Context: an optimization exercise on an open-source flow, tuned for small area. The choices shown serve that exercise and are no tape-out recipe. In this exercise RTL edits were held to simulation tests only and were not proved equivalent to the original. No driver is modelled on the clock port, so clocking that relies on it looks cheaper here than on a real chip.

==> inputs of v36 <==
## FanController
module FanController #(parameter CLOCK_FREQUENCY = 100) (
    input wire clk,
    input wire reset,
    input wire [3:0] microupcode,
    input wire signed [7:0] set_point,
    input wire signed [7:0] sensor1_temp,
    input wire signed [7:0] sensor2_temp,
    output wire [1:0] fan_status,
    output wire cooler_status,
    output wire [7:0] user_output
);
Settings: LEC_CHECK=0, ABC_AREA=1, CAP_MARGIN=20, CORE_MARGIN=2, CORE_UTILIZATION=60, CTS_BUF_LIST=sky130_fd_sc_hd__clkbuf_16, CTS_CLUSTER_DIAMETER=100, CTS_CLUSTER_SIZE=30, PLACE_DENSITY=0.7, SLEW_MARGIN=20; clock period 125.0 ns.
standard.sh (not shown) runs the stock make flow with config.mk's settings and CLKGATE_MAP_FILE= SYNTH_SCRIPT=/design/flow/synth_recipe.tcl, a recipe that flattens the netlist after the stock synthesis.
==> flow/flow/run.sh <==
#!/bin/bash
# Own flow: the standard layout, except that Yosys's technology mapping step runs ABC
# with an area-oriented script (flow/abc_area.script: ifraig, dc2, dch, amap) in place of ORFS's
# abc_area.script. Everything else, including the registers, is the standard synthesis.
# Clock tree synthesis takes the same settings as config.mk gives it, without dummy loads,
# and the port buffers are the smallest buffer, buf_1.
set -euo pipefail
W=$PWD

# Synthesis script: synth_recipe.tcl sourcing a copy of ORFS's synth.tcl whose abc call uses
# our ABC script
sed 's|^  log_cmd abc {\*}\$abc_args$|  set abc_args [lreplace $abc_args 1 1 '"$W"'/flow/abc_area.script]\n  log_cmd abc {*}$abc_args|' \
    "$FLOW_HOME/scripts/synth.tcl" > "$W/abc_synth.tcl"
grep -q 'flow/abc_area.script' "$W/abc_synth.tcl"
sed 's|^source \$::env(SCRIPTS_DIR)/synth.tcl$|source '"$W"'/abc_synth.tcl|' "$W/synth_recipe.tcl" > "$W/own_synth.tcl"
grep -q 'abc_synth.tcl' "$W/own_synth.tcl"
sed "s|SYNTH_SCRIPT=[^ ]*|SYNTH_SCRIPT=$W/own_synth.tcl|" "$W/standard.sh" > "$W/own_standard.sh"
grep -q 'own_synth.tcl' "$W/own_standard.sh"

bash "$W/own_standard.sh" synth > "$W/synth.log" 2>&1
export CTS_ARGS="-sink_clustering_enable -repair_clock_nets -buf_list sky130_fd_sc_hd__clkbuf_16 -sink_clustering_size 30 -sink_clustering_max_diameter 100 -dont_use_dummy_load"
export BUFFER_PORTS_ARGS="-buffer_cell sky130_fd_sc_hd__buf_1"
bash "$W/standard.sh" > "$W/layout.log" 2>&1
test -f "$W/out/final.def"
==> flow/flow/abc_area.script <==
strash
ifraig
dc2
dch -f
amap -F 40 -A 40 -C 5000
topo
dnsize -c
==> inputs of v22, as changes to v36 <==
--- a/flow/design.v
+++ b/flow/design.v
@@ -5,17 +5,17 @@
     input wire signed [7:0] set_point,
     input wire signed [7:0] sensor1_temp,
     input wire signed [7:0] sensor2_temp,
     output wire [1:0] fan_status,
     output wire cooler_status,
     output wire [7:0] user_output
 );
     localparam [3:0] ST_START = 0, ST_S1 = 1, ST_S2 = 2, ST_P3 = 3, ST_P4 = 4, ST_P5 = 5,
-        ST_P6 = 6, ST_P7 = 7, ST_P8 = 8, ST_P9 = 9, ST_CHECK = 10, ST_COOL = 11;
+        ST_P6 = 6, ST_P7 = 7, ST_P8 = 8, ST_P9 = 11, ST_CHECK = 9, ST_COOL = 10;
     localparam CW = 7;  
     localparam [CW-1:0] FM1 = CLOCK_FREQUENCY - 1;
     reg [3:0] state;
     reg [CW-1:0] ccnt;
     wire ready = ccnt >= CLOCK_FREQUENCY;
     wire take = (state == ST_START) && ready;
     wire op_zero = (microupcode == 4'b0000);
     wire clr = (state == ST_CHECK) && op_zero;
@@ -103,29 +103,23 @@
             4'b1001: tap = ring[8*102 +: 8];
             default: tap = ring[8*103 +: 8];
         endcase
         if (state == ST_S1) opnd = sensor1_temp;
         else if (state == ST_S2) opnd = sensor2_temp;
         else opnd = ~tap;
     end
     wire [8:0] y = {opnd[7], opnd};
-    reg [6:0] q1_20, q2_20;
-    reg [6:0] q1_40, q2_40;
-    reg [7:0] q1_60, q2_60;
-    reg [5:0] r1_20, r2_20;
-    reg [6:0] r1_40, r2_40, r1_60, r2_60;
-    wire [6:0] n_q20;
-    wire [6:0] n_q40;
-    wire [7:0] n_q60;
-    wire [5:0] n_r20;
-    wire [6:0] n_r40, n_r60;
-    Upd60 u20 (.q(ss ? q2_20 : q1_20), .r(ss ? r2_20 : r1_20), .y(y), .cin(sub), .qn(n_q20), .rn(n_r20));
-    Upd120 #(7) u40 (.q(ss ? q2_40 : q1_40), .r(ss ? r2_40 : r1_40), .y(y), .cin(sub), .qn(n_q40), .rn(n_r40));
-    Upd120 #(8) u60 (.q(ss ? q2_60 : q1_60), .r(ss ? r2_60 : r1_60), .y(y), .cin(sub), .qn(n_q60), .rn(n_r60));
+    reg [7:0] q1_20, q2_20, q1_40, q2_40, q1_60, q2_60;
+    reg [6:0] r1_20, r2_20, r1_40, r2_40, r1_60, r2_60;
+    wire [7:0] n_q20, n_q40, n_q60;
+    wire [6:0] n_r20, n_r40, n_r60;
+    Upd120 u20 (.q(ss ? q2_20 : q1_20), .r(ss ? r2_20 : r1_20), .y(y), .cin(sub), .qn(n_q20), .rn(n_r20));
+    Upd120 u40 (.q(ss ? q2_40 : q1_40), .r(ss ? r2_40 : r1_40), .y(y), .cin(sub), .qn(n_q40), .rn(n_r40));
+    Upd120 u60 (.q(ss ? q2_60 : q1_60), .r(ss ? r2_60 : r1_60), .y(y), .cin(sub), .qn(n_q60), .rn(n_r60));
     wire ld1_20 = st_s1 || (state == ST_P4 && v20);
     wire ld2_20 = st_s2 || (state == ST_P5 && v20);
     wire ld1_40 = st_s1 || (state == ST_P6 && v40);
     wire ld2_40 = st_s2 || (state == ST_P7 && v40);
     wire ld1_60 = st_s1 || (state == ST_P8 && v60);
     wire ld2_60 = st_s2 || (state == ST_P9 && v60);
     always @(posedge clk or posedge reset) begin
         if (reset) begin
@@ -143,43 +137,42 @@
             if (ld2_60) begin q2_60 <= n_q60; r2_60 <= n_r60; end
         end
     end
     wire signed [7:0] a1, a2;
     Inc8If a1_inc (.a({q1_60[6:0], r1_60 >= 7'd60}), .c(q1_60[7] && r1_60 != 7'd0 && r1_60 != 7'd60), .s(a1));
     Inc8If a2_inc (.a({q2_60[6:0], r2_60 >= 7'd60}), .c(q2_60[7] && r2_60 != 7'd0 && r2_60 != 7'd60), .s(a2));
     reg [2:0] sel_held;
     wire [2:0] sel = (state == ST_CHECK && microupcode[3]) ? {microupcode[1:0], microupcode[2]} : sel_held;
-    reg [6:0] dq;
+    reg [7:0] dq;
     reg [6:0] dr;
     always @(*) begin
         case (sel[1:0])
             2'd0: begin dq = q1_40; dr = r1_40; end
             2'd1: begin dq = q2_40; dr = r2_40; end
-            2'd2: begin dq = q1_20; dr = {1'b0, r1_20}; end
-            default: begin dq = q2_20; dr = {1'b0, r2_20}; end
+            2'd2: begin dq = q1_20; dr = r1_20; end
+            default: begin dq = q2_20; dr = r2_20; end
         endcase
     end
     wire is20 = sel[1];
-    reg [1:0] df;
+    reg [2:0] df;
     reg dnz;
     always @(*) begin
         if (is20) begin
-            df = (dr >= 40) ? 2'd2 : (dr >= 20) ? 2'd1 : 2'd0;
-            dnz = !(dr == 0 || dr == 20 || dr == 40);
+            df = (dr >= 100) ? 3'd5 : (dr >= 80) ? 3'd4 : (dr >= 60) ? 3'd3 : (dr >= 40) ? 3'd2 : (dr >= 20) ? 3'd1 : 3'd0;
+            dnz = !(dr == 0 || dr == 20 || dr == 40 || dr == 60 || dr == 80 || dr == 100);
         end else begin
-            df = (dr >= 80) ? 2'd2 : (dr >= 40) ? 2'd1 : 2'd0;
+            df = (dr >= 80) ? 3'd2 : (dr >= 40) ? 3'd1 : 3'd0;
             dnz = !(dr == 0 || dr == 40 || dr == 80);
         end
     end
-    wire [7:0] dqx = {dq[6], dq};
     wire [7:0] dq3;
-    AddC #(8) dq3_add (.a(dqx), .b({dqx[6:0], 1'b0}), .cin(1'b0), .s(dq3));
+    AddC #(8) dq3_add (.a(dq), .b({dq[6:0], 1'b0}), .cin(1'b0), .s(dq3));
     wire [7:0] avg_mid;
-    AddC #(8) mid_add (.a(dq3), .b({6'd0, df}), .cin(dq[6] && dnz), .s(avg_mid));
+    AddC #(8) mid_add (.a(is20 ? {dq3[6:0], 1'b0} : dq3), .b({5'd0, df}), .cin(dq[7] && dnz), .s(avg_mid));
     reg [7:0] uo;
     always @(*) begin
         case (sel)
             3'd0: uo = l1;
             3'd1: uo = l2;
             3'd6: uo = a1;
             3'd7: uo = a2;
             default: uo = avg_mid;
@@ -265,22 +258,22 @@
     genvar i;
     generate
         for (i = 0; i < 8; i = i + 1) begin : bit_
             assign s[i] = a[i] ^ k[i];
             assign k[i+1] = a[i] & k[i];
         end
     endgenerate
 endmodule
-module Upd120 #(parameter QW = 8) (
-    input wire [QW-1:0] q,
+module Upd120 (
+    input wire [7:0] q,
     input wire [6:0] r,
     input wire [8:0] y,
     input wire cin,
-    output wire [QW-1:0] qn,
+    output wire [7:0] qn,
     output wire [6:0] rn
 );
     wire [8:0] t;
     AddC #(9) add_r (.a({2'b0, r}), .b(y), .cin(cin), .s(t));
     wire neg = t[8];
     wire lt_m120 = (t[8:3] == 6'b110000);              
     wire ge_120 = !neg && (t[7] || t[6:3] == 4'b1111);  
     wire ge_240 = !neg && (t[7:4] == 4'b1111);          
@@ -290,39 +283,10 @@
         else if (neg) k = 3'b111;
         else if (ge_240) k = 3'b010;
         else if (ge_120) k = 3'b001;
         else k = 3'b000;
     end
     wire [3:0] rh;
     AddC #(4) add_rh (.a(t[6:3]), .b({k[2], k}), .cin(1'b0), .s(rh));
     assign rn = {rh, t[2:0]};
-    AddC #(QW) add_q (.a(q), .b({{(QW-3){k[2]}}, k}), .cin(1'b0), .s(qn));
-endmodule
-module Upd60 #(parameter QW = 7) (
-    input wire [QW-1:0] q,
-    input wire [5:0] r,
-    input wire [8:0] y,
-    input wire cin,
-    output wire [QW-1:0] qn,
-    output wire [5:0] rn
-);
-    wire [8:0] t;
-    AddC #(9) add_r (.a({3'b0, r}), .b(y), .cin(cin), .s(t));
-    wire neg = t[8];
-    reg [2:0] k;
-    always @(*) begin
-        if (neg) begin
-            if (t[7:0] < 8'd136) k = 3'b101;         
-            else if (t[7:0] < 8'd196) k = 3'b110;    
-            else k = 3'b111;
-        end else begin
-            if (t[7:0] >= 8'd180) k = 3'b011;
-            else if (t[7:0] >= 8'd120) k = 3'b010;
-            else if (t[7:0] >= 8'd60) k = 3'b001;
-            else k = 3'b000;
-        end
-    end
-    wire [3:0] rh;
-    AddC #(4) add_rh (.a(t[5:2]), .b({k[2], k}), .cin(1'b0), .s(rh));
-    assign rn = {rh, t[1:0]};
-    AddC #(QW) add_q (.a(q), .b({{(QW-3){k[2]}}, k}), .cin(1'b0), .s(qn));
+    AddC #(8) add_q (.a(q), .b({{5{k[2]}}, k}), .cin(1'b0), .s(qn));
 endmodule
==> flow/flow/run.sh (replaced) <==
#!/bin/bash
# Own flow: the standard layout, except that Yosys's technology mapping step runs ABC
# with an area-oriented script (flow/abc_area.script: dc2, dch, amap) in place of ORFS's
# abc_area.script. Everything else, including the registers, is the standard synthesis.
set -euo pipefail
W=$PWD

# Synthesis script: synth_recipe.tcl sourcing a copy of ORFS's synth.tcl whose abc call uses
# our ABC script
sed 's|^  log_cmd abc {\*}\$abc_args$|  set abc_args [lreplace $abc_args 1 1 '"$W"'/flow/abc_area.script]\n  log_cmd abc {*}$abc_args|' \
    "$FLOW_HOME/scripts/synth.tcl" > "$W/abc_synth.tcl"
grep -q 'flow/abc_area.script' "$W/abc_synth.tcl"
sed 's|^source \$::env(SCRIPTS_DIR)/synth.tcl$|source '"$W"'/abc_synth.tcl|' "$W/synth_recipe.tcl" > "$W/own_synth.tcl"
grep -q 'abc_synth.tcl' "$W/own_synth.tcl"
sed "s|SYNTH_SCRIPT=[^ ]*|SYNTH_SCRIPT=$W/own_synth.tcl|" "$W/standard.sh" > "$W/own_standard.sh"
grep -q 'own_synth.tcl' "$W/own_standard.sh"

bash "$W/own_standard.sh" synth > "$W/synth.log" 2>&1
bash "$W/standard.sh" > "$W/layout.log" 2>&1
test -f "$W/out/final.def"
==> flow/flow/abc_area.script (replaced) <==
strash
dc2
dch -f
amap
topo
dnsize -c
==> inputs of v13, as changes to v36 <==
--- a/flow/design.v
+++ b/flow/design.v
@@ -5,17 +5,17 @@
     input wire signed [7:0] set_point,
     input wire signed [7:0] sensor1_temp,
     input wire signed [7:0] sensor2_temp,
     output wire [1:0] fan_status,
     output wire cooler_status,
     output wire [7:0] user_output
 );
     localparam [3:0] ST_START = 0, ST_S1 = 1, ST_S2 = 2, ST_P3 = 3, ST_P4 = 4, ST_P5 = 5,
-        ST_P6 = 6, ST_P7 = 7, ST_P8 = 8, ST_P9 = 9, ST_CHECK = 10, ST_COOL = 11;
+        ST_P6 = 6, ST_P7 = 7, ST_P8 = 8, ST_P9 = 11, ST_CHECK = 9, ST_COOL = 10;
     localparam CW = 7;  
     localparam [CW-1:0] FM1 = CLOCK_FREQUENCY - 1;
     reg [3:0] state;
     reg [CW-1:0] ccnt;
     wire ready = ccnt >= CLOCK_FREQUENCY;
     wire take = (state == ST_START) && ready;
     wire op_zero = (microupcode == 4'b0000);
     wire clr = (state == ST_CHECK) && op_zero;
@@ -103,29 +103,23 @@
             4'b1001: tap = ring[8*102 +: 8];
             default: tap = ring[8*103 +: 8];
         endcase
         if (state == ST_S1) opnd = sensor1_temp;
         else if (state == ST_S2) opnd = sensor2_temp;
         else opnd = ~tap;
     end
     wire [8:0] y = {opnd[7], opnd};
-    reg [6:0] q1_20, q2_20;
-    reg [6:0] q1_40, q2_40;
-    reg [7:0] q1_60, q2_60;
-    reg [5:0] r1_20, r2_20;
-    reg [6:0] r1_40, r2_40, r1_60, r2_60;
-    wire [6:0] n_q20;
-    wire [6:0] n_q40;
-    wire [7:0] n_q60;
-    wire [5:0] n_r20;
-    wire [6:0] n_r40, n_r60;
-    Upd60 u20 (.q(ss ? q2_20 : q1_20), .r(ss ? r2_20 : r1_20), .y(y), .cin(sub), .qn(n_q20), .rn(n_r20));
-    Upd120 #(7) u40 (.q(ss ? q2_40 : q1_40), .r(ss ? r2_40 : r1_40), .y(y), .cin(sub), .qn(n_q40), .rn(n_r40));
-    Upd120 #(8) u60 (.q(ss ? q2_60 : q1_60), .r(ss ? r2_60 : r1_60), .y(y), .cin(sub), .qn(n_q60), .rn(n_r60));
+    reg [7:0] q1_20, q2_20, q1_40, q2_40, q1_60, q2_60;
+    reg [6:0] r1_20, r2_20, r1_40, r2_40, r1_60, r2_60;
+    wire [7:0] n_q20, n_q40, n_q60;
+    wire [6:0] n_r20, n_r40, n_r60;
+    Upd120 u20 (.q(ss ? q2_20 : q1_20), .r(ss ? r2_20 : r1_20), .y(y), .cin(sub), .qn(n_q20), .rn(n_r20));
+    Upd120 u40 (.q(ss ? q2_40 : q1_40), .r(ss ? r2_40 : r1_40), .y(y), .cin(sub), .qn(n_q40), .rn(n_r40));
+    Upd120 u60 (.q(ss ? q2_60 : q1_60), .r(ss ? r2_60 : r1_60), .y(y), .cin(sub), .qn(n_q60), .rn(n_r60));
     wire ld1_20 = st_s1 || (state == ST_P4 && v20);
     wire ld2_20 = st_s2 || (state == ST_P5 && v20);
     wire ld1_40 = st_s1 || (state == ST_P6 && v40);
     wire ld2_40 = st_s2 || (state == ST_P7 && v40);
     wire ld1_60 = st_s1 || (state == ST_P8 && v60);
     wire ld2_60 = st_s2 || (state == ST_P9 && v60);
     always @(posedge clk or posedge reset) begin
         if (reset) begin
@@ -143,43 +137,42 @@
             if (ld2_60) begin q2_60 <= n_q60; r2_60 <= n_r60; end
         end
     end
     wire signed [7:0] a1, a2;
     Inc8If a1_inc (.a({q1_60[6:0], r1_60 >= 7'd60}), .c(q1_60[7] && r1_60 != 7'd0 && r1_60 != 7'd60), .s(a1));
     Inc8If a2_inc (.a({q2_60[6:0], r2_60 >= 7'd60}), .c(q2_60[7] && r2_60 != 7'd0 && r2_60 != 7'd60), .s(a2));
     reg [2:0] sel_held;
     wire [2:0] sel = (state == ST_CHECK && microupcode[3]) ? {microupcode[1:0], microupcode[2]} : sel_held;
-    reg [6:0] dq;
+    reg [7:0] dq;
     reg [6:0] dr;
     always @(*) begin
         case (sel[1:0])
             2'd0: begin dq = q1_40; dr = r1_40; end
             2'd1: begin dq = q2_40; dr = r2_40; end
-            2'd2: begin dq = q1_20; dr = {1'b0, r1_20}; end
-            default: begin dq = q2_20; dr = {1'b0, r2_20}; end
+            2'd2: begin dq = q1_20; dr = r1_20; end
+            default: begin dq = q2_20; dr = r2_20; end
         endcase
     end
     wire is20 = sel[1];
-    reg [1:0] df;
+    reg [2:0] df;
     reg dnz;
     always @(*) begin
         if (is20) begin
-            df = (dr >= 40) ? 2'd2 : (dr >= 20) ? 2'd1 : 2'd0;
-            dnz = !(dr == 0 || dr == 20 || dr == 40);
+            df = (dr >= 100) ? 3'd5 : (dr >= 80) ? 3'd4 : (dr >= 60) ? 3'd3 : (dr >= 40) ? 3'd2 : (dr >= 20) ? 3'd1 : 3'd0;
+            dnz = !(dr == 0 || dr == 20 || dr == 40 || dr == 60 || dr == 80 || dr == 100);
         end else begin
-            df = (dr >= 80) ? 2'd2 : (dr >= 40) ? 2'd1 : 2'd0;
+            df = (dr >= 80) ? 3'd2 : (dr >= 40) ? 3'd1 : 3'd0;
             dnz = !(dr == 0 || dr == 40 || dr == 80);
         end
     end
-    wire [7:0] dqx = {dq[6], dq};
     wire [7:0] dq3;
-    AddC #(8) dq3_add (.a(dqx), .b({dqx[6:0], 1'b0}), .cin(1'b0), .s(dq3));
+    AddC #(8) dq3_add (.a(dq), .b({dq[6:0], 1'b0}), .cin(1'b0), .s(dq3));
     wire [7:0] avg_mid;
-    AddC #(8) mid_add (.a(dq3), .b({6'd0, df}), .cin(dq[6] && dnz), .s(avg_mid));
+    AddC #(8) mid_add (.a(is20 ? {dq3[6:0], 1'b0} : dq3), .b({5'd0, df}), .cin(dq[7] && dnz), .s(avg_mid));
     reg [7:0] uo;
     always @(*) begin
         case (sel)
             3'd0: uo = l1;
             3'd1: uo = l2;
             3'd6: uo = a1;
             3'd7: uo = a2;
             default: uo = avg_mid;
@@ -265,22 +258,22 @@
     genvar i;
     generate
         for (i = 0; i < 8; i = i + 1) begin : bit_
             assign s[i] = a[i] ^ k[i];
             assign k[i+1] = a[i] & k[i];
         end
     endgenerate
 endmodule
-module Upd120 #(parameter QW = 8) (
-    input wire [QW-1:0] q,
+module Upd120 (
+    input wire [7:0] q,
     input wire [6:0] r,
     input wire [8:0] y,
     input wire cin,
-    output wire [QW-1:0] qn,
+    output wire [7:0] qn,
     output wire [6:0] rn
 );
     wire [8:0] t;
     AddC #(9) add_r (.a({2'b0, r}), .b(y), .cin(cin), .s(t));
     wire neg = t[8];
     wire lt_m120 = (t[8:3] == 6'b110000);              
     wire ge_120 = !neg && (t[7] || t[6:3] == 4'b1111);  
     wire ge_240 = !neg && (t[7:4] == 4'b1111);          
@@ -290,39 +283,10 @@
         else if (neg) k = 3'b111;
         else if (ge_240) k = 3'b010;
         else if (ge_120) k = 3'b001;
         else k = 3'b000;
     end
     wire [3:0] rh;
     AddC #(4) add_rh (.a(t[6:3]), .b({k[2], k}), .cin(1'b0), .s(rh));
     assign rn = {rh, t[2:0]};
-    AddC #(QW) add_q (.a(q), .b({{(QW-3){k[2]}}, k}), .cin(1'b0), .s(qn));
-endmodule
-module Upd60 #(parameter QW = 7) (
-    input wire [QW-1:0] q,
-    input wire [5:0] r,
-    input wire [8:0] y,
-    input wire cin,
-    output wire [QW-1:0] qn,
-    output wire [5:0] rn
-);
-    wire [8:0] t;
-    AddC #(9) add_r (.a({3'b0, r}), .b(y), .cin(cin), .s(t));
-    wire neg = t[8];
-    reg [2:0] k;
-    always @(*) begin
-        if (neg) begin
-            if (t[7:0] < 8'd136) k = 3'b101;         
-            else if (t[7:0] < 8'd196) k = 3'b110;    
-            else k = 3'b111;
-        end else begin
-            if (t[7:0] >= 8'd180) k = 3'b011;
-            else if (t[7:0] >= 8'd120) k = 3'b010;
-            else if (t[7:0] >= 8'd60) k = 3'b001;
-            else k = 3'b000;
-        end
-    end
-    wire [3:0] rh;
-    AddC #(4) add_rh (.a(t[5:2]), .b({k[2], k}), .cin(1'b0), .s(rh));
-    assign rn = {rh, t[1:0]};
-    AddC #(QW) add_q (.a(q), .b({{(QW-3){k[2]}}, k}), .cin(1'b0), .s(qn));
+    AddC #(8) add_q (.a(q), .b({{5{k[2]}}, k}), .cin(1'b0), .s(qn));
 endmodule
==> flow/run.sh (new file) <==
#!/bin/bash
# synth_recipe.tcl (not shown) runs the flow's synth.tcl, then flattens the netlist and writes it again
# the make line also repeats each setting of config.mk as NAME=value (left out here)
make -C /OpenROAD-flow-scripts/flow DESIGN_CONFIG=/design/flow/config.mk WORK_HOME=/design/flow/orfs CLKGATE_MAP_FILE= SYNTH_SCRIPT=/design/flow/synth_recipe.tcl finish
removed: flow/flow/run.sh
removed: flow/flow/abc_area.script
removed: flow/standard.sh
==> comparison table <==
item                                                                             v36           v13           v22
Status                                                      timing/DRC/antenna clean  timing/DRC/antenna clean  timing/DRC/antenna clean
Critical Path AT                                                           30,860 ps     30,330 ps     32,160 ps
Number of global-route vias before repair                                     14,400        15,200        14,800
Post-synthesis share of cell area spent on and, or, nand and nor gates         3.46%         8.85%         4.26%
Layout Cell Area excl Fill                                              30,600 sq um  32,400 sq um  31,500 sq um
Pin count of the biggest net entering global routing                              77            70            75
Total number of tap cells                                                        607           672           615
End of the worst hold path                                                 ring[694]     ring[844]     ring[928]
Share of final layout cell area taken by non-clock buffers                    0.944%         1.30%         1.75%
Syn nets                                                                       2,119         2,498         2,188
Max Clk Rate                                                                17.9 MHz      18.1 MHz      17.5 MHz
Fraction of synthesized cell area taken by the top area cell type              68.7%         64.7%         67.5%

what the ideal ports hide:
How much do the figures lean on ideal ports? The routed layouts below were timed once more, with nothing changed but the port constraints. Step 1 (the two cells are an assumption about what drives the block):
set clk [get_ports {clk}]
set_driving_cell -lib_cell sky130_fd_sc_hd__clkbuf_16 $clk
set_driving_cell -lib_cell sky130_fd_sc_hd__buf_2 [delete_from_list [all_inputs] $clk]
Step 2 times the ports against the registers' clock, not the clock port: input delays grow and output delays shrink by t, the midpoint of the rising clock arrivals with the driver on. Slacks: ideal ports / drivers / drivers and shift; pairs: ideal ports / drivers.
| run | t, ns | slack for setup (ns) | worst setup path after step 2 | worst slew at a driven data input, ns |
|---|---|---|---|---|
| v36 | 0.628 | 69.138 / 69.113 / 69.113 | input to output | 0.05 |
| v22 | 0.648 | 67.840 / 67.817 / 67.817 | input to output | 0.04 |
| v13 | 0.655 | 69.671 / 69.644 / 69.644 | input to output | 0.05 |
After both steps setup and hold are still met in every run listed. The setup slack of v13, which loses most, moves by -0.027 ns with the drivers and by -0.027 ns with both steps.
